Context: an optimization exercise on an open-source flow, tuned for low power. The choices shown serve that exercise and are no tape-out recipe.
In this exercise RTL edits were held to simulation tests only and were not proved equivalent to the original.
No driver is modelled on the clock port, so clock power and skew are understated where the tree is cut down; a real chip needs a root buffer or a tree.
No activity file was given, so power comes from the tool's default toggle rates.

Design fifo, start of the top module:
module fifo #(
    parameter DATA_WIDTH = 16,
    parameter DEPTH = 64,
    parameter ALMOST_FULL_THRESH = 56,
    parameter ALMOST_EMPTY_THRESH = 8
)(
    input                   clk,
    input                   rst_n,
    input                   wr_en,
    input  [DATA_WIDTH-1:0] wr_data,
    input                   rd_en,
    output [DATA_WIDTH-1:0] rd_data,
    output                  full,
    output                  empty,
    output                  almost_full,
    output                  almost_empty,
    output                  overflow_err,
    output                  underflow_err,
    output [DATA_WIDTH-1:0] fifo_count
);
export LEC_CHECK = 0
export CAP_MARGIN = 0
export CORE_MARGIN = 2
export CORE_UTILIZATION = 60
export PLACE_DENSITY = 0.8
export SLEW_MARGIN = 0
create_clock -name core_clock -period 3.3 [get_ports {clk}]
standard.sh (not shown) runs the stock make flow with config.mk's settings and CLKGATE_MAP_FILE= SYNTH_SCRIPT=/design/flow/synth_recipe.tcl, a recipe that flattens the netlist after the stock synthesis.
==> flow/flow/run.sh <==
#!/bin/bash
# Standard layout (the standard.sh) with a custom clock tree: ORFS's cts step
# sources flow/custom_cts.tcl (PRE_CTS_TCL), which builds the tree and stands in
# for TritonCTS. Everything else is the standard flow.
set -euo pipefail
export PRE_CTS_TCL="$(pwd)/flow/custom_cts.tcl"
export CCTS_CLK=clk
export CCTS_LEAF_MAX=24
export CCTS_MID_MAX=6
bash standard.sh > standard.log 2>&1
==> flow/flow/custom_cts.tcl <==
# Custom clock tree, sourced by ORFS's cts step (PRE_CTS_TCL) before its call to
# clock_tree_synthesis, which it then replaces with a no-op.
# The flip-flops are split into compact groups of at most LEAF_MAX by recursive
# balanced bisection of their placement; each group gets a clkbuf_16 at its centre.
# The leaf buffers are grouped the same way (at most MID_MAX per group) up to one
# root buffer, which is the only cell the clock port drives.
set leaf_max [expr {[info exists ::env(CCTS_LEAF_MAX)] ? $::env(CCTS_LEAF_MAX) : 28}]
set mid_max  [expr {[info exists ::env(CCTS_MID_MAX)] ? $::env(CCTS_MID_MAX) : 6}]
set bufname  [expr {[info exists ::env(CCTS_BUF)] ? $::env(CCTS_BUF) : "sky130_fd_sc_hd__clkbuf_16"}]

set ::ccts_block [ord::get_db_block]
set ::ccts_master [[ord::get_db] findMaster $bufname]
set clk_net [$::ccts_block findNet $::env(CCTS_CLK)]

# items: list of {x y iterm}
proc ccts_split {items nparts} {
  if {$nparts <= 1} { return [list $items] }
  set xs [lmap it $items {lindex $it 0}]
  set ys [lmap it $items {lindex $it 1}]
  set dx [expr {[tcl::mathfunc::max {*}$xs] - [tcl::mathfunc::min {*}$xs]}]
  set dy [expr {[tcl::mathfunc::max {*}$ys] - [tcl::mathfunc::min {*}$ys]}]
  set key [expr {$dx >= $dy ? 0 : 1}]
  set sorted [lsort -real -index $key $items]
  set na [expr {$nparts / 2}]
  set nb [expr {$nparts - $na}]
  set n [llength $sorted]
  set cut [expr {int(round(double($n) * $na / $nparts))}]
  set a [lrange $sorted 0 [expr {$cut - 1}]]
  set b [lrange $sorted $cut end]
  return [concat [ccts_split $a $na] [ccts_split $b $nb]]
}

proc ccts_center {items} {
  set sx 0.0; set sy 0.0
  foreach it $items { set sx [expr {$sx + [lindex $it 0]}]; set sy [expr {$sy + [lindex $it 1]}] }
  set n [llength $items]
  return [list [expr {int($sx / $n)}] [expr {int($sy / $n)}]]
}

set ::ccts_count 0
proc ccts_add_buffer {level x y loads} {
  set name "ccts_${level}_$::ccts_count"
  incr ::ccts_count
  set inst [odb::dbInst_create $::ccts_block $::ccts_master $name]
  set net [odb::dbNet_create $::ccts_block "clknet_$name"]
  $net setSigType CLOCK
  [$inst findITerm X] connect $net
  foreach it $loads {
    set iterm [lindex $it 2]
    $iterm disconnect
    $iterm connect $net
  }
  set w [[$inst getMaster] getWidth]
  set h [[$inst getMaster] getHeight]
  $inst setLocation [expr {$x - $w / 2}] [expr {$y - $h / 2}]
  $inst setPlacementStatus PLACED
  return [list $x $y [$inst findITerm A]]
}

set sinks {}
foreach iterm [$clk_net getITerms] {
  set bb [[$iterm getInst] getBBox]
  lappend sinks [list [expr {([$bb xMin] + [$bb xMax]) / 2}] [expr {([$bb yMin] + [$bb yMax]) / 2}] $iterm]
}
puts "custom cts: [llength $sinks] sinks on [$clk_net getName]"

set level 0
set nodes $sinks
set maxn $leaf_max
while {[llength $nodes] > 1} {
  set ngroups [expr {int(ceil(double([llength $nodes]) / $maxn))}]
  set groups [ccts_split $nodes $ngroups]
  set next {}
  foreach g $groups {
    lassign [ccts_center $g] x y
    lappend next [ccts_add_buffer $level $x $y $g]
  }
  puts "custom cts: level $level: [llength $nodes] loads in [llength $groups] groups"
  set nodes $next
  set maxn $mid_max
  incr level
}
# the clock port now drives only the root buffer
[lindex $nodes 0 2] connect $clk_net
proc ::clock_tree_synthesis {args} { puts "custom clock tree already built; clock_tree_synthesis skipped" }
The baseline ran to the end with no violations.
Rerun with:
--- a/flow/flow/run.sh
+++ b/flow/flow/run.sh
@@ -8 +8 @@
-export CCTS_LEAF_MAX=24
+export CCTS_LEAF_MAX=28
Via count shrinks by 0.41%.
Routed wire length shrinks by 0.52%.
Sequential power hardly moves.
Power falls by 2.1%.
Cell area falls by 0.37%.
Sequential cell count stays the same.
Area after synthesis stays the same.
Clock power drops by 7.0%.
No run of this note takes its clock network from TritonCTS; it comes from the design's own scripts or RTL.

[static timing again, ports no longer ideal]
How much do the figures lean on ideal ports? The routed layouts below were timed once more, with nothing changed but the port constraints. Step 1: set_driving_cell puts a clkbuf_16 on clk and a buf_2 on each other input, an assumption about the parent block. Step 2, shift: input delay + t, output delay - t, t = (earliest + latest rising clock arrival at the registers) / 2. This alone moves slack from input paths to output paths. a / b / c = no drivers / after step 1 / after step 2; a / b = the first two.
run	t (ns)	slack for setup (ns)	worst setup path at the end	latest minus earliest clock arrival (ns)	slew at the worst register clock pin (ns)
the first run	0.744	0.054 / -0.008 / 0.103	input to register	0.041 / 0.040	0.10 / 0.10
the second run	0.746	0.069 / 0.010 / 0.047	input to register	0.063 / 0.063	0.11 / 0.11
After both steps every run listed still meets setup and hold. The setup slack of the second run, which loses most, moves by -0.059 ns with the drivers and by -0.022 ns with both steps.
